Background: an optimization exercise with open tools, aiming at small area and a short achievable clock period. Do not read the settings as production practice.
At most, simulation tests tie the RTL to the original design; equivalence was not proved.
Function not checked in runs 2 and 3: the RTL went through the layout flow alone.
No activity file was given, so power comes from the tool's default toggle rates.

`flow/design.v`:
```
module alu_top (
    input             iClk,
    input      [31:0] iDataA,
    input      [31:0] iDataB,
    input      [3:0]  iAluOp,
    output reg [31:0] oData,
    output reg        oZero
  );
  reg [31:0] rDataA;
  reg [31:0] rDataB;
  reg [3:0]  rAluOp;
  wire [31:0] wData;
  wire        wZero;
  ALU u_alu (
        .iDataA(rDataA),
        .iDataB(rDataB),
        .iAluOp(rAluOp),
        .oData(wData),
        .oZero(wZero)
      );
  always @(posedge iClk)
  begin
    rDataA <= iDataA;
    rDataB <= iDataB;
    rAluOp <= iAluOp;
    oData  <= wData;
    oZero  <= wZero;
  end
endmodule

module AND (
    input [31:0] iDataA,
    input [31:0] iDataB,
    output [31:0] oData
    );
    assign oData = iDataA & iDataB;
    endmodule
module OR (
    input [31:0] iDataA,
    input [31:0] iDataB,
    output [31:0] oData
    );
    assign oData = iDataA | iDataB;
endmodule
module XOR (
    input [31:0] iDataA,
    input [31:0] iDataB,
    output [31:0] oData
    );
    assign oData = iDataA ^ iDataB;
endmodule
/*verilator lint_off DECLFILENAME*/
module mux2 (input wire i0, i1, j, output wire o);
  wire not_j, w1, w2;
  not (not_j, j);  
  and (w1, i0, not_j);
  and (w2, i1, j);
  or  (o, w1, w2);  
endmodule
module shifter_stage #(parameter DIST = 1) (
    input  wire [31:0]  i,
    input  wire         s,        
    /*verilator lint_off UNUSED*/
    input  wire [2:0]   func3,  
    /*verilator lint_on UNUSED*/
    input  wire         is_sra,   
    output wire [31:0] o
  );
  wire fill_bit;
  and (fill_bit, is_sra, i[31]);
  genvar k;
  generate
    for (k = 0; k < 32; k = k + 1)
    begin : bit_logic
      wire left_val, right_val, target_val;
      if (k < DIST)
        assign left_val = 1'b0;  
      else
        assign left_val = i[k - DIST];  
      if (k >= 32 - DIST)
        assign right_val = fill_bit;  
      else
        assign right_val = i[k + DIST];
      mux2 dir_mux (left_val, right_val, func3[2], target_val);  
      mux2 final_mux (i[k], target_val, s, o[k]);
    end
  endgenerate
endmodule
module barrelshifter32(
    input  wire [31:0] i,
    /*verilator lint_off UNUSED*/
    input  wire [31:0]  s,  
    /*verilator lint_on UNUSED*/
    input  wire [2:0]   func3,  
    input  wire         is_sra,  
    output wire [31:0] o
  );
  wire [31:0] t16, t8, t4, t2;
  shifter_stage #(.DIST(16)) s16 (i,   s[4], func3, is_sra, t16);
  shifter_stage #(.DIST(8))  s8  (t16, s[3], func3, is_sra, t8);
  shifter_stage #(.DIST(4))  s4  (t8,  s[2], func3, is_sra, t4);
  shifter_stage #(.DIST(2))  s2  (t4,  s[1], func3, is_sra, t2);
  shifter_stage #(.DIST(1))  s1  (t2,  s[0], func3, is_sra, o);
endmodule
/*verilator lint_on DECLFILENAME*/
/*verilator lint_off DECLFILENAME*/
module Comparator (
    input [31:0] iDataA,
    input [31:0] iDataB,
    output [2:0] oData
  );
  assign oData[0] = (iDataA > iDataB) ? 1'b1 : 1'b0;
  assign oData[1] = (iDataA == iDataB) ? 1'b1 : 1'b0;
  assign oData[2] = (iDataA < iDataB) ? 1'b1 : 1'b0;
endmodule
/*verilator lint_on DECLFILENAME*/
module LCA (
    input [31:0] iDataA,
    input [31:0] iDataB,
    input iCin,           
    output [31:0] oData,
    output oCout,         
    output oZero
  );
  wire [31:0] sum;
  wire c4, c8, c12, c16, c20, c24, c28;
  LCA4 bit0_3   (iDataA[3:0],   iDataB[3:0],   iCin, sum[3:0],   c4);
  LCA4 bit4_7   (iDataA[7:4],   iDataB[7:4],   c4,   sum[7:4],   c8);
  LCA4 bit8_11  (iDataA[11:8],  iDataB[11:8],  c8,   sum[11:8],  c12);
  LCA4 bit12_15 (iDataA[15:12], iDataB[15:12], c12,  sum[15:12], c16);
  LCA4 bit16_19 (iDataA[19:16], iDataB[19:16], c16,  sum[19:16], c20);
  LCA4 bit20_23 (iDataA[23:20], iDataB[23:20], c20,  sum[23:20], c24);
  LCA4 bit24_27 (iDataA[27:24], iDataB[27:24], c24,  sum[27:24], c28);
  LCA4 bit28_31 (iDataA[31:28], iDataB[31:28], c28,  sum[31:28], oCout);
  assign oData = sum;
  assign oZero = ~|sum;
endmodule
/*verilator lint_off DECLFILENAME*/
module LCA4 (
    input [3:0] a,
    input [3:0] b,
    input cin,
    output [3:0] s,
    output cout
  );
  wire [3:0] p, g;
  /*verilator lint_off UNOPTFLAT*/
  wire [4:0] c;
  assign g = a & b;
  assign p = a ^ b;
  assign c[0] = cin;
  assign c[1] = g[0] | (p[0] & c[0]);
  assign c[2] = g[1] | (p[1] & c[1]);
  assign c[3] = g[2] | (p[2] & c[2]);
  assign c[4] = g[3] | (p[3] & c[3]);  
  assign s = p ^ c[3:0];
  assign cout = c[4];
  /*verilator lint_on UNOPTFLAT*/
endmodule
/*verilator lint_on DECLFILENAME*/
module slt (
    input [31:0] iDataA,
    input [31:0] iDataB,
    output [31:0] oData
  );
  wire [31:0] invertB;
  wire [31:0] diff;
  /*verilator lint_off UNUSED*/
  wire oCout;  
  wire oZero;  
  assign invertB = ~iDataB;
  /*verilator lint_on UNUSED*/
  LCA sub (
        .iDataA(iDataA),
        .iDataB(invertB),
        .iCin(1'b1),
        .oData(diff),
        .oCout(oCout),
        .oZero(oZero)
    );
    /*verilator lint_off UNUSED*/
    wire [31:0] diff_unused = diff; 
    /*verilator lint_on UNUSED*/
    wire overflow;
    assign overflow = (iDataA[31] & !iDataB[31] & !diff[31]) | (!iDataA[31] & iDataB[31] & diff[31]);
  assign oData = {31'b0, diff[31] ^ overflow};  
endmodule
/*verilator lint_off DECLFILENAME*/
module setLessThanUnsigned (
    input [31:0] iDataA,
    input [31:0] iDataB,
    output [31:0] oData
  );
  /*verilator lint_off UNUSED*/
  wire [2:0] iSet;  
  /*verilator lint_on UNUSED*/
  Comparator SLTUcomp(
               .iDataA(iDataA),
               .iDataB(iDataB),
               .oData(iSet)
             );
  assign oData = (iSet[2] == 1) ? 32'b1 : 32'b0;
endmodule
/*verilator lint_on DECLFILENAME*/
module ALU (
    input [31:0] iDataA,  
    input [31:0] iDataB,  
    input [3:0] iAluOp,   
    output reg [31:0] oData,  
    output reg oZero
  );
  localparam ADD  = 4'b0000;
  localparam SUB  = 4'b1000;
  localparam SLL  = 4'b0001;
  localparam SRL  = 4'b1001;
  localparam SRA  = 4'b1101;
  localparam SLT  = 4'b0010;
  localparam SLTU = 4'b0011;
  localparam XOR  = 4'b0100;
  localparam OR   = 4'b0110;
  localparam AND  = 4'b0111;
  localparam BEQ  = 4'b1000;
  localparam BNE  = 4'b1100;
  localparam BLT  = 4'b1010;
  localparam BGE  = 4'b1110;
  wire is_sub = (iAluOp == SUB) || (iAluOp == BNE) || (iAluOp == BLT) || (iAluOp == BGE);
  wire [31:0] adder_b = is_sub ? ~iDataB : iDataB;   
  wire [31:0] wSum;
  /*verilator lint_off UNUSED*/
  wire wCout;  
  wire wAdderZero;  
  /*verilator lint_on UNUSED*/
  LCA u_adder (
        .iDataA(iDataA),
        .iDataB(adder_b),
        .iCin(is_sub),
        .oData(wSum),
        .oCout(wCout),
        .oZero(wAdderZero)
      );
  wire [31:0] shiftedRes;  
  wire [31:0] shamt;
  wire overflow;  
  assign overflow =| iDataB[31:5];  
  assign shamt = overflow ? 32'd31 : iDataB;  
  wire is_sra;  
  assign is_sra = (iAluOp == SRA);
  wire [2:0] derived_funct3 = (iAluOp == SLL) ? 3'b001 : 3'b101;
  barrelshifter32 shifting (
                    .i(iDataA),
                    .s(shamt),
                    .func3(derived_funct3),
                    .is_sra(is_sra),
                    .o(shiftedRes)
                  );
  wire [31:0] slt_res;
  slt SLTmod(
                .iDataA(iDataA),
                .iDataB(iDataB),
                .oData(slt_res)
              );
  wire [31:0] sltu_res;
  setLessThanUnsigned SLTUmod(
                        .iDataA(iDataA),
                        .iDataB(iDataB),
                        .oData(sltu_res)
                      );
  wire [31:0] wAnd;
  AND u_and (
        .iDataA(iDataA),
        .iDataB(iDataB),
        .oData(wAnd)
      );
  wire [31:0] wOr;
  OR u_or (
       .iDataA(iDataA),
       .iDataB(iDataB),
       .oData(wOr)
     );
  wire [31:0] wXor;
  XOR u_xor (
        .iDataA(iDataA),
        .iDataB(iDataB),
        .oData(wXor)
      );
  always @(*)
  begin
    oData = 32'b0;
    oZero = 1'b0;  
    case (iAluOp)
      ADD, SUB:
      begin
        oData = wSum;            
        oZero = ~|oData;
      end
      SLL, SRL, SRA:
      begin
        oData = shiftedRes;      
        oZero = ~|oData;
      end
      SLT:
      begin
        oData = slt_res;         
        oZero = ~|oData;
      end
      SLTU:
      begin
        oData = sltu_res;        
        oZero = ~|oData;
      end
      XOR:
      begin
        oData = wXor;            
        oZero = ~|oData;
      end
      OR:
      begin
        oData = wOr;             
        oZero = ~|oData;
      end
      AND:
      begin
        oData = wAnd;            
        oZero = ~|oData;
      end
      BNE:
      begin
        oData = wSum;     
        oZero = |oData;   
      end
      BLT:
      begin
        oData = wSum;        
        oZero = slt_res[0];  
      end
      BGE:
      begin
        oData = wSum;         
        oZero = ~slt_res[0];  
      end
      default:
      begin
        oData = 32'b0;
        oZero = ~|oData;
      end
    endcase
  end
endmodule
```
`flow/run.sh`:
```
#!/bin/bash
# synth_recipe.tcl (not shown) runs the flow's synth.tcl, then flattens the netlist and writes it again
# the make line also repeats each setting of config.mk as NAME=value (left out here)
make -C /OpenROAD-flow-scripts/flow DESIGN_CONFIG=/design/flow/config.mk WORK_HOME=/design/flow/orfs CLKGATE_MAP_FILE= SYNTH_SCRIPT=/design/flow/synth_recipe.tcl finish
```
`flow/config.mk`:
```
export PLATFORM = sky130hd
export DESIGN_NAME = alu_top
export DESIGN_NICKNAME = alu_top
export VERILOG_FILES = /design/flow/design.v
export SDC_FILE = /design/flow/constraint.sdc
export NUM_CORES = 4
export LEC_CHECK = 0
export CAP_MARGIN = 20
export CORE_MARGIN = 2
export CORE_UTILIZATION = 40
export SLEW_MARGIN = 20
```
`flow/constraint.sdc`:
```
create_clock -name core_clock -period 15.0 [get_ports {iClk}]
set_input_delay 3.0000 -clock core_clock [delete_from_list [all_inputs] [get_ports {iClk}]]
set_output_delay 3.0000 -clock core_clock [all_outputs]
set_load 0.01 [all_outputs]
```
==> results.toml, run 1 <==
[run_status]
outcome = "timing/DRC/antenna clean"

[timing]
setup_violations = 0
period_needed_ps = 14530
fin_crit_sh_pct = 96.9
max_freq_ghz = 0.0688
worstMarginPinSlew_ps = 1210
fin_skew_ps = 14.6
hold_violations = 0
worst_slack_ps = 472
final-max-slew-violation-count = 0
maxSlewHeadroom_pct = 19.2

[detailed_routing]
dr.first_iter.drc_count = 2751
ant_nets = 0
drt-vias-per-instance = 6.98
dr.pass1.iters = 7
post_drt_wl_per_cell_um = 32.0
wl_um = 63700
drc = 0
vias = 13900

[critical_path]
regToRegStartpoint = "rAluOp[0]$_DFF_P_"
crit_buf_inv = 2
cp.required_ps = 15220
cp-end-kind = "register"
r2r_cells = 41
cp_top_family = "adder cells"
cp-start-kind = "register"
crit_type = "reg -> reg"
r2r_slack_ps = 470
crit_fanout = 4
worst_path_most_repeated_cell = "fa_1"
arrival_ps = 14750
r2r_end = "oZero$_DFF_P_"
critPathMaxStageDelay_ps = 450
crit_path_top_delay_cell = "fa_1"

[clocking]
clkSinkCount = 101
cts_buffer_depth = 2
cts_root_buffer = "clkbuf_16"
htreeDepth = 3
path_clk_slew_ps = 70
cts_buffers = 9
clock_latency_ps = 360
tritoncts = "yes"

[grt]
grt_pass1_vias = 12500
track_usage_pct = 40.8
grt_pass1_wl_um = 90400
grt_max_degree = 59
grt.overflow.total = 0
antenna_found_initial = 1

[synthesis]
avgSynthCellArea_sq_um = 7.29
synth_fp_nets = 1768
synth_edf_count = 0
ys_seq_area_share_pct = 17.6
yosysWarnings = 2
netlist_top_cells_count = "nand2_1, a21oi_1, nor2_1"
yosysTopAreaCell = "dfxtp_1"
async_reset_ff_share_pct = 0
synth_top_area_share_pct = 17.6
syn_area_sq_um = 11500
ys.flop_type = "dfxtp_1"
synth.top_cells.by_area = "dfxtp_1, ha_1, a21oi_1, fa_1, o21ai_0"
synth_cells = 1572
ys_types = 94
synth.most_common_cell = "nand2_1"
synth_seq_cells = 101

[flow_run]
maxCapViolations = 0

[power_and_ir_drop]
power.leakage_nw = 5.01
irDropWorstVdd_mv = 0.0497
clkPwrFrac_pct = 27.8
pwr-share-comb_pct = 37.0
internal-power_mw = 0.558
powerDensity_nw_per_um2 = 68.8
power.share.switching_pct = 38.1
p_switching_mw = 0.343
power.total_mw = 0.902
power_frac_seq_pct = 35.2

[final_layout]
layout-drive-gt1-share_pct = 7.50
fin_area_sq_um = 13100
syn_to_final_growth_pct = 14.4
ff_latch_area_sq_um = 2020
nFillCells = 2878
nets = 1805
multiInputGateArea_sq_um = 8610

[floorplanning]
core-area_sq_um = 28000
die_area_sq_um = 30000
start_util_pct = 40.9
ios = 102
rows = 61
die_h_um = 173
die_w_um = 173

[placed_design]
pre_cts_slack_ps = 84.8
gp_congestion = 1.04
numPortBuffers = 101
placed_cell_area_sq_um = 12800
dp_hpwl_um = 48700

[hold_path]
min_to = "oData[0]$_DFF_P_"
hold_path_class = "reg -> reg"
hold_depth = 3
hold_start = "rAluOp[1]$_DFF_P_"
-- logic make-up (layout without fill, tap and decap cells) --
logic type / after synthesis / after routing / synth area share [%]
DFF: 101 / 101 / 17.6
AOI/OAI and AO/OA: 535 / 535 / 30.7
and+or+nand+nor: 546 / 546 / 23.4
buffers and inverters: 208 / 250 / 7.71
muxes: 21 / 21 / 2.14
adders and majority gates: 127 / 127 / 15.8
xor gates and xnor gates: 34 / 34 / 2.60
other: 0 / 1 / 0
-- state kept, by name, summed over array words and instances, names as in the netlist --
signal / count
oData: 32
oZero: 1
rAluOp: 4
rDataA: 32
rDataB: 32
-- worst min-delay path, cell delays in order, from the launching register on --
cell and delay, ps:
dfxtp_1 300, buf_4 210, nand3_1 120, o211ai_1 100
-- layout make-up --
cell class / count / area share [%]
clock buffer: 9 / 1.72
clock inverter: 7 / 0.668
multi-input combinational: 1263 / 65.7
inverter: 85 / 2.43
sequential: 101 / 15.4
timing repair buffer: 149 / 10.5
tap: 378 / 3.61
antenna: 1 / 0.0191
-- per-stage QoR --
| stage | instances | utilization [%] | hold slack (ps) | TNS [ps] |
|---|---|---|---|---|
| 2_1_floorplan | 1572 | - | 686 | 0 |
| 3_3_place_gp | 1975 | 45.5 | 758 | 0 |
| 3_5_place_dp | 1975 | 45.5 | 753 | 0 |
| 4_1_cts | 1991 | 46.7 | 773 | 0 |
| 5_1_grt | 1992 | 46.8 | 816 | -77.3 |
| 6_report | 1993 | 46.8 | 820 | 0 |
-- worst max path at each step --
stage / from / endpoint / depth (start not counted)
final: rAluOp[0]$_DFF_P_ / oZero$_DFF_P_ / 41
after detailed placement: rAluOp[0]$_DFF_P_ / oZero$_DFF_P_ / 42
after floorplan: rAluOp[3]$_DFF_P_ / oZero$_DFF_P_ / 46
after global routing: rAluOp[0]$_DFF_P_ / oZero$_DFF_P_ / 42
after global placement: rAluOp[0]$_DFF_P_ / oZero$_DFF_P_ / 42
after CTS: rAluOp[0]$_DFF_P_ / oZero$_DFF_P_ / 42
-- power groups by stage --
stage / sequential (mW) / clock (mW) / combinational, mW
2_1_floorplan: 0.321 / 0 / 0.164
3_3_place_gp: 0.321 / 0 / 0.314
3_5_place_dp: 0.322 / 0 / 0.314
4_1_cts: 0.316 / 0.254 / 0.315
5_1_grt: 0.319 / 0.269 / 0.349
6_report: 0.317 / 0.250 / 0.334
-- metal layers --
layer  track usage [%]  part of all wire [%]
met4              18.7                   6.0
met2              55.4                    38
met3              13.0                    15
met1              57.9                    41
met5                 0                     0
-- placed cells by master (no fill, tap or decap), types with 11 or more instances in the layout --
master,count
buf_4,48
nor3_1,58
xnor2_1,33
nor4_1,32
a211oi_1,32
clkdlybuf4s50_1,101
mux2i_1,11
a31oi_1,24
a21oi_1,136
fa_1,24
o31ai_1,18
nor2_1,130
nand4_1,27
o22ai_1,11
nand2_1,155
a22oi_1,24
inv_1,85
ha_1,97
nand3_1,62
a2111oi_0,11
o211ai_1,20
o21ai_0,119
dfxtp_1,99
-- timing repair --
item / in CTS / in global routing
setup endpoints to repair: 0 / 1
setup buffers: 0 / 1
hold buffers: 0 / 0
gates resized for setup: 0 / 8
==> inputs of run 2 (changes only) <==
==> flow/design.v (replaced) <==
module alu_top (
    input             iClk,
    input      [31:0] iDataA,
    input      [31:0] iDataB,
    input      [3:0]  iAluOp,
    output reg [31:0] oData,
    output reg        oZero
  );
  reg [31:0] rDataA;
  reg [31:0] rDataB;
  reg [3:0]  rAluOp;
  wire [31:0] wData;
  wire        wZero;
  ALU u_alu (
        .iDataA(rDataA),
        .iDataB(rDataB),
        .iAluOp(rAluOp),
        .oData(wData),
        .oZero(wZero)
      );
  always @(posedge iClk)
  begin
    rDataA <= iDataA;
    rDataB <= iDataB;
    rAluOp <= iAluOp;
    oData  <= wData;
    oZero  <= wZero;
  end
endmodule

module ALU (
    input  [31:0] iDataA,  
    input  [31:0] iDataB,  
    input  [3:0]  iAluOp,  
    output [31:0] oData,   
    output        oZero
  );
  wire [31:0] a  = iDataA;
  wire [31:0] b  = iDataB;
  wire [3:0]  op = iAluOp;
  wire op_sum  = ~op[0] & (op[3] | (~op[2] & ~op[1]));
  wire op_sll  = (op == 4'b0001);
  wire op_sr   = op[3] & ~op[1] & op[0];           
  wire op_sra  = (op == 4'b1101);
  wire op_slt  = (op == 4'b0010);
  wire op_sltu = (op == 4'b0011);
  wire op_xor  = (op == 4'b0100);
  wire op_or   = (op == 4'b0110);
  wire op_and  = (op == 4'b0111);
  wire op_eqz  = ~op[2] & ~op[1] & ~op[0];          
  wire op_bne  = (op == 4'b1100);
  wire op_blt  = (op == 4'b1010);
  wire op_bge  = (op == 4'b1110);
  wire op_none = (op == 4'b0101) | (op == 4'b1011) | (op == 4'b1111);
  wire sub = op[3] | (~op[2] & op[1]);
  wire [31:0] bx = b ^ {32{sub}};
  wire [31:0] p  = a ^ bx;
  wire [31:0] g  = a & bx;
  wire [31:0] gl [0:5];
  wire [31:0] pl [0:5];
  assign gl[0] = {g[31:1], g[0] | (p[0] & sub)};
  assign pl[0] = p;
  genvar l, i;
  generate
    for (l = 0; l < 5; l = l + 1) begin : lvl
      for (i = 0; i < 32; i = i + 1) begin : bit_
        if (((i >> l) & 1) == 1) begin : comb
          localparam integer J = ((i >> l) << l) - 1;
          assign gl[l+1][i] = gl[l][i] | (pl[l][i] & gl[l][J]);
          assign pl[l+1][i] = pl[l][i] & pl[l][J];
        end else begin : pass
          assign gl[l+1][i] = gl[l][i];
          assign pl[l+1][i] = pl[l][i];
        end
      end
    end
  endgenerate
  wire [31:0] cgen = gl[5];                  
  wire [31:0] cin_v = {cgen[30:0], sub};     
  wire [31:0] sum = p ^ cin_v;
  wire cout = cgen[31];
  wire ltu = ~cout;
  wire lts = (a[31] ^ b[31]) ? a[31] : ltu;
  wire [31:0] kz = {a[30:0] | bx[30:0], sub};
  wire sum_zero = ~|(p ^ kz);
  wire ovf = |b[31:5];
  wire [31:0] r;
  generate
    for (i = 0; i < 32; i = i + 1) begin : rev_in
      assign r[i] = op_sll ? a[31-i] : a[i];
    end
  endgenerate
  wire fill = op_sra & a[31];
  wire [31:0] s0 = b[0] ? {fill,       r[31:1]}  : r;
  wire [31:0] s1 = b[1] ? {{2{fill}},  s0[31:2]} : s0;
  wire [31:0] s2 = b[2] ? {{4{fill}},  s1[31:4]} : s1;
  wire [31:0] s3 = b[3] ? {{8{fill}},  s2[31:8]} : s2;
  wire [31:0] sr = b[4] ? {{16{fill}}, s3[31:16]} : s3;
  wire shift_zero = ovf ? ~(fill | r[31]) : ~|sr;
  wire sel_p = op_xor | op_or;
  wire sel_g = op_or | op_and;
  wire [31:0] lg = ({32{sel_p}} & p) | ({32{sel_g}} & g);
  wire logic_zero = ~|lg;
  wire sel_r  = op_sr  & ~ovf;
  wire sel_l  = op_sll & ~ovf;
  wire [31:0] sr_rev;
  generate
    for (i = 0; i < 32; i = i + 1) begin : rev_out
      assign sr_rev[i] = sr[31-i];
    end
  endgenerate
  wire ov_r  = op_sr  & ovf;    
  wire ov_l  = op_sll & ovf;    
  wire lt_bit = (op_slt & lts) | (op_sltu & ltu);
  wire [31:0] other = ({32{sel_r}} & sr) | ({32{sel_l}} & sr_rev) | lg
                    | {32{ov_r & fill}}
                    | {ov_l & a[0], 30'b0, (ov_r & a[31]) | lt_bit};
  assign oData = ({32{op_sum}} & sum) | other;
  assign oZero = (op_eqz & sum_zero)
               | (op_bne & ~sum_zero)
               | (op_blt & lts)
               | (op_bge & ~lts)
               | (op_slt & ~lts)
               | (op_sltu & ~ltu)
               | ((op_sll | op_sr) & shift_zero)
               | ((op_xor | op_or | op_and) & logic_zero)
               | op_none;
endmodule
--- a/flow/config.mk
+++ b/flow/config.mk
@@ -7,2 +7,3 @@
 export LEC_CHECK = 0
+export ABC_AREA = 1
 export CAP_MARGIN = 20
==> results.toml, run 2 <==
[grt]
antenna_found_initial = 0
grt_max_degree = 41
grt_pass1_wl_um = 49400
grt_pass1_vias = 8534
grt.overflow.total = 0
track_usage_pct = 27.4

[critical_path]
critPathMaxStageDelay_ps = 540
cp_top_family = "buffers and inverters"
crit_fanout = 1
cp-start-kind = "register"
arrival_ps = 1270
cp-end-kind = "output port"
crit_path_top_delay_cell = "clkdlybuf4s50_1"
crit_chain = "clkdlybuf4s50_1"
cp.required_ps = 12000
crit_buf_inv = 1
crit_type = "reg -> out"

[timing]
setup_tns_ps = 0
final-max-slew-violation-count = 0
max_freq_ghz = 0.234
worstMarginPinSlew_ps = 1110
maxSlewHeadroom_pct = 25.8
grt_setup_unrepaired = "false"
fin_skew_ps = 21.2
hold_violations = 0
period_needed_ps = 4270
fin_crit_sh_pct = 28.5
setup_violations = 0

[clocking]
cts_hold_buf = 0
post_cts_resized = 0
cts_setup_buffers = 0
path_clk_slew_ps = 100
tritoncts = "yes"
htreeDepth = 3
cts_buffers = 9
cts_root_buffer = "clkbuf_16"
clkSinkCount = 101
clock_latency_ps = 380
cts_buffer_depth = 2

[placed_design]
post-place-cells = 1651
placed_cell_area_sq_um = 9960
gp_congestion = 1.04
dp_hpwl_um = 26100
numPortBuffers = 101

[detailed_routing]
post_drt_wl_per_cell_um = 19.6
drt-vias-per-instance = 5.69
wl_um = 32700
dr.first_iter.drc_count = 1282
dr.pass1.iters = 6
ant_nets = 0
drc = 0
vias = 9490

[final_layout]
final_cell_mix = "nand2_1, nand3_1, inv_1"
layout-drive-gt1-share_pct = 7.56
fin_area_sq_um = 10300
postLayoutCoreUtil_pct = 47.2
nets = 1520
reg.largest.list = "oData: 32 flops, rDataA: 32 flops, rDataB: 32 flops"
syn_to_final_growth_pct = 16.2
final_common_cell = "nand2_1"
insertedDiodeCount = 0
fin_cells = 1668

[power_and_ir_drop]
power.leakage_nw = 4.98
irDropWorstVdd_mv = 0.0584
internal-power_mw = 0.557
power_frac_seq_pct = 33.6
powerDensity_nw_per_um2 = 90.2
pwr-share-comb_pct = 39.2
power.share.switching_pct = 40.1
p_switching_mw = 0.373
clkPwrFrac_pct = 27.2

[synthesis]
synth_top_area_share_pct = 22.8
syn_area_sq_um = 8870
ys_types = 51
yosysTopAreaCell = "dfxtp_1"
synth.top_cells.by_area = "dfxtp_1, nand3_1, nand2_1, ha_1, inv_1"
synth_edf_count = 0
ys.flop_type = "dfxtp_1"
netlist_top_cells_count = "nand2_1, nand3_1, inv_1"
synth_seq_cells = 101
ys_seq_area_share_pct = 22.8
synth.most_common_cell = "nand2_1"
async_reset_ff_share_pct = 0
synth_cells = 1321
synth_fp_nets = 1458
yosysWarnings = 2
avgSynthCellArea_sq_um = 6.71

[floorplanning]
ios = 102
die_h_um = 153
rows = 54
start_util_pct = 40.6
core-area_sq_um = 21800
die_w_um = 153
die_area_sq_um = 23400

[flow_run]
maxCapViolations = 0

[run_status]
outcome = "timing/DRC/antenna clean"

[hold_path]
hold_path_class = "reg -> reg"
==> run 2: cell count changes in the layout (fill, tap and decap cells not counted), sizes merged, moves of 37 or more <==
cell	previous run	this run
buf	48	11
nand3	63	322
o21ai	128	33
inv	89	152
nand2	156	307
xor2	1	55
nor3	62	16
nor2	133	67
a21oi	139	34
==> run 2: routing by layer <==
metal,wire [um],GRT usage (%),part of all wire (%),vias to the layer above
met3,3300,5.67,10,96
met5,0,0,0,-
met1,14600,39.2,45,4267
li1,-,-,-,4563
met2,12800,38.2,39,564
met4,2010,15.2,6.1,0
==> run 2: stage by stage <==
stage / power, mW / hold WS [ps] / setup WS [ps]
after floorplan: 0.543 / 567 / 11210
after global placement: 0.670 / 709 / 10950
after detailed placement: 0.673 / 692 / 10860
after CTS: 0.925 / 712 / 10720
after global routing: 0.982 / 768 / 10470
final: 0.929 / 705 / 10730
==> run 2: final timing paths <==
kind	start	endpoint	slack, ps	cells past startpoint
worst max-delay path	oData[0]$_DFF_P_	oData[0]	10730	1
worst max register to register	rAluOp[3]$_DFF_P_	oData[17]$_DFF_P_	10800	19
worst min register to register	rDataB[31]$_DFF_P_	oZero$_DFF_P_	710	5
worst min-delay path	rDataB[31]$_DFF_P_	oZero$_DFF_P_	710	5
==> run 2: final cells by class <==
| type | count | area, sq um |
|---|---|---|
| inverters | 150 | 563 |
| flip-flops and latches | 101 | 2020 |
| clock buffers | 9 | 225 |
| repair buffers | 112 | 1110 |
| fillers | 2240 | 11500 |
| well taps | 280 | 350 |
| multi-input cells | 1009 | 5940 |
| clock inverters | 7 | 88.8 |
==> run 2: worst reg2reg max path, cell delays in order, from the launching register on <==
cell	delay [ps]
dfxtp_1	440
inv_1	130
nand2_1	90
buf_4	430
xor2_1	340
inv_1	80
ha_1	330
a21oi_1	100
o21ai_1	210
nand2_1	100
nand2_1	80
nand2_1	70
nand2_1	170
a21oi_2	110
o21ai_4	240
inv_1	90
fa_1	380
or2_2	300
a31oi_1	220
o2111ai_1	140
==> run 2: cells by family (layout without fill, tap and decap cells) <==
logic type,Yosys count,in the layout,share of synthesized area [%]
AND/OR/NAND/NOR,737,737,40.5
buffers and inverters,211,278,10.2
AO/OA/AOI/OAI,147,147,10.8
flip-flops,101,101,22.8
adder cells (fa/ha/maj),68,68,10.0
XOR/XNOR,57,57,5.63
==> run 2: power by group through the flow <==
stage               clock network [mW]  registers [mW]  logic [mW]
floorplan                            0           0.321       0.223
global placement                     0           0.318       0.352
detailed placement                   0           0.319       0.354
CTS                              0.257           0.313       0.355
global route                     0.268           0.315       0.399
finish                           0.252           0.312       0.364
==> inputs of run 3 (changes only) <==
--- a/flow/config.mk
+++ b/flow/config.mk
@@ -7,3 +7,2 @@
 export LEC_CHECK = 0
-export ABC_AREA = 1
 export CAP_MARGIN = 20
==> results.toml, run 3 <==
[clocking]
cts_hold_buf = 0
cts_buffers = 9
cts_buffer_depth = 2
htreeDepth = 3
cts_setup_buffers = 0
cts_root_buffer = "clkbuf_16"
tritoncts = "yes"
path_clk_slew_ps = 70
clkSinkCount = 101
post_cts_resized = 0
clock_latency_ps = 360

[synthesis]
synth_cells = 918
yosysWarnings = 2
synth_top_area_share_pct = 24.0
synth.most_common_cell = "dfxtp_1"
yosysTopAreaCell = "dfxtp_1"
synth_edf_count = 0
ys_seq_area_share_pct = 24.0
netlist_top_cells_count = "dfxtp_1, xnor2_1, inv_1"
ys_types = 78
syn_area_sq_um = 8410
synth_seq_cells = 101
ys.flop_type = "dfxtp_1"
synth_fp_nets = 1055
async_reset_ff_share_pct = 0
synth.top_cells.by_area = "dfxtp_1, ha_1, xnor2_1, mux2i_1, mux4_1"
avgSynthCellArea_sq_um = 9.16

[flow_run]
maxCapViolations = 0

[placed_design]
numPortBuffers = 101
pre_cts_slack_ps = 10160
dp_hpwl_um = 23100
gp_congestion = 0.979
placed_cell_area_sq_um = 9450

[final_layout]
insertedDiodeCount = 0
final_cell_mix = "clkdlybuf4s50_1, dfxtp_1, xnor2_1"
final_common_cell = "clkdlybuf4s50_1"
syn_to_final_growth_pct = 15.9
fin_area_sq_um = 9750
nets = 1109
reg.largest.list = "oData: 32 flops, rDataA: 32 flops, rDataB: 32 flops"
nFillCells = 2047
layout-drive-gt1-share_pct = 7.07

[timing]
grt_setup_unrepaired = "false"
final-max-slew-violation-count = 0
maxSlewHeadroom_pct = 24.6
fin_skew_ps = 15.2
setup_violations = 0
worst_slack_ps = 10050
worstMarginPinSlew_ps = 1130
max_freq_ghz = 0.202
hold_violations = 0
fin_crit_sh_pct = 33.0
setup_tns_ps = 0
period_needed_ps = 4950

[detailed_routing]
post_drt_wl_per_cell_um = 23.2
drc = 0
vias = 7525
dr.first_iter.drc_count = 854
dr.pass1.iters = 8
wl_um = 29000
drt-vias-per-instance = 6.02
ant_nets = 0

[power_and_ir_drop]
irDropWorstVdd_mv = 0.0535
powerDensity_nw_per_um2 = 94.7
power.leakage_nw = 3.98

[critical_path]
cp-start-kind = "register"
cp.required_ps = 15230
cp-end-kind = "register"
crit_path_start = "rAluOp[2]$_DFF_P_"
regToRegStartpoint = "rAluOp[2]$_DFF_P_"
crit_type = "reg -> reg"
arrival_ps = 5180
crit_fanout = 32

[floorplanning]
die_w_um = 149
ios = 102
core-area_sq_um = 20800
die_h_um = 149
start_util_pct = 40.4
rows = 53
die_area_sq_um = 22200

[grt]
track_usage_pct = 26.5
grt_pass1_vias = 6929
antenna_found_initial = 0
grt.overflow.total = 0
grt_max_degree = 40
grt_pass1_wl_um = 43500

[hold_path]
hold_path_class = "reg -> reg"
hold_start = "rAluOp[1]$_DFF_P_"

[run_status]
outcome = "timing/DRC/antenna clean"
## run 3: cell count changes after synthesis, moves of 15 or more
cell	delta
nand3_2	-44
clkbuf_1	+23
buf_2	-17
nand2_2	-15
nand3_1	-263
mux4_1	+19
xor2_1	-47
inv_1	-75
xnor2_1	+69
nand2_1	-244
mux2i_1	+62
a21oi_1	+21
## run 3: metal layers
metal | global-route usage [%] | share of wire [%] | vias to the layer above
li1 | - | - | 3495
met4 | 11.1 | 4.4 | 0
met5 | 0 | 0 | -
met1 | 37.2 | 44 | 3556
met2 | 40.1 | 43 | 409
met3 | 4.59 | 8.2 | 65
## run 3: worst paths after layout
check	cells past startpoint	to	slack, ps
setup / recovery	16	oZero$_DFF_P_	10050
hold / removal	2	oZero$_DFF_P_	730
setup reg to reg	16	oZero$_DFF_P_	10050
hold reg to reg	2	oZero$_DFF_P_	730
## run 3: final cells by class
class	count	area [sq um]	area share, %
Multi-Input combinational cell	679	5730	58.7
Sequential cell	101	2020	20.8
Timing Repair Buffer	112	1090	11.2
Tap cell	275	344	3.53
Inverter	69	259	2.66
Clock buffer	10	239	2.45
Clock inverter	5	60.1	0.616
## run 3: power by group
| group | internal (mW) | total (mW) | switching [mW] |
|---|---|---|---|
| sequential | 0.295 | 0.315 | 0.0201 |
| clock | 0.134 | 0.241 | 0.107 |
| combinational | 0.163 | 0.367 | 0.204 |
| total | 0.592 | 0.923 | 0.331 |
## run 3: critical path, cell delays in order, from the launching register on
cell and delay (ps):
dfxtp_1 590, and2b_2 320, nor2_4 70, buf_4 440, xnor2_1 260, inv_1 80, ha_1 350, a211oi_1 350
o21ai_0 150, a21o_1 230, a2bb2oi_1 370, o211ai_1 230, a31oi_1 350, a21oi_1 220, a31oi_1 190, nor2_1 50
or4_1 510
## run 3: cells by family after synthesis
group / share of synthesized area [%]
compound gates: 19.0
mux: 17.2
xor+xnor: 8.55
flops: 24.0
simple gates: 12.5
buf+inv: 8.09
fa+ha+maj: 10.6
## run 3: metrics by stage
step	hold slack [ps]	util (%)	total power, mW	instances
2_1_floorplan	648	-	0.545	918
3_3_place_gp	710	45.4	0.680	1236
3_5_place_dp	723	45.4	0.679	1236
4_1_cts	733	46.8	0.923	1251
5_1_grt	772	46.8	0.970	1251
6_report	728	46.8	0.923	1251

## re-timing with driven ports
The results above use ideal ports. As a check the final layouts listed here were re-extracted and re-timed, cells and wires unchanged.
Step 1 assumes that a clkbuf_16 drives the clock port and a buf_2 every other input.
Step 2, shift: input delay + t, output delay - t, t = (earliest + latest rising clock arrival at the registers) / 2. This alone moves slack from input paths to output paths.
Slacks: no drivers / after step 1 / after step 2; pairs: no drivers / after step 1.
run | t, ns | setup slack, ns | clock arrival spread, ns | worst register clock-pin slew, ns | cell pins on the clock port's net
run 1 | 0.397 | 0.472 / 0.472 / 0.472 | 0.015 / 0.014 | 0.08 / 0.08 | 1
run 2 | 0.419 | 10.730 / 10.681 / 10.800 | 0.021 / 0.021 | 0.10 / 0.10 | 1
run 3 | 0.400 | 10.051 / 10.051 / 10.051 | 0.015 / 0.015 | 0.08 / 0.08 | 1
After both steps every run listed still meets setup and hold.
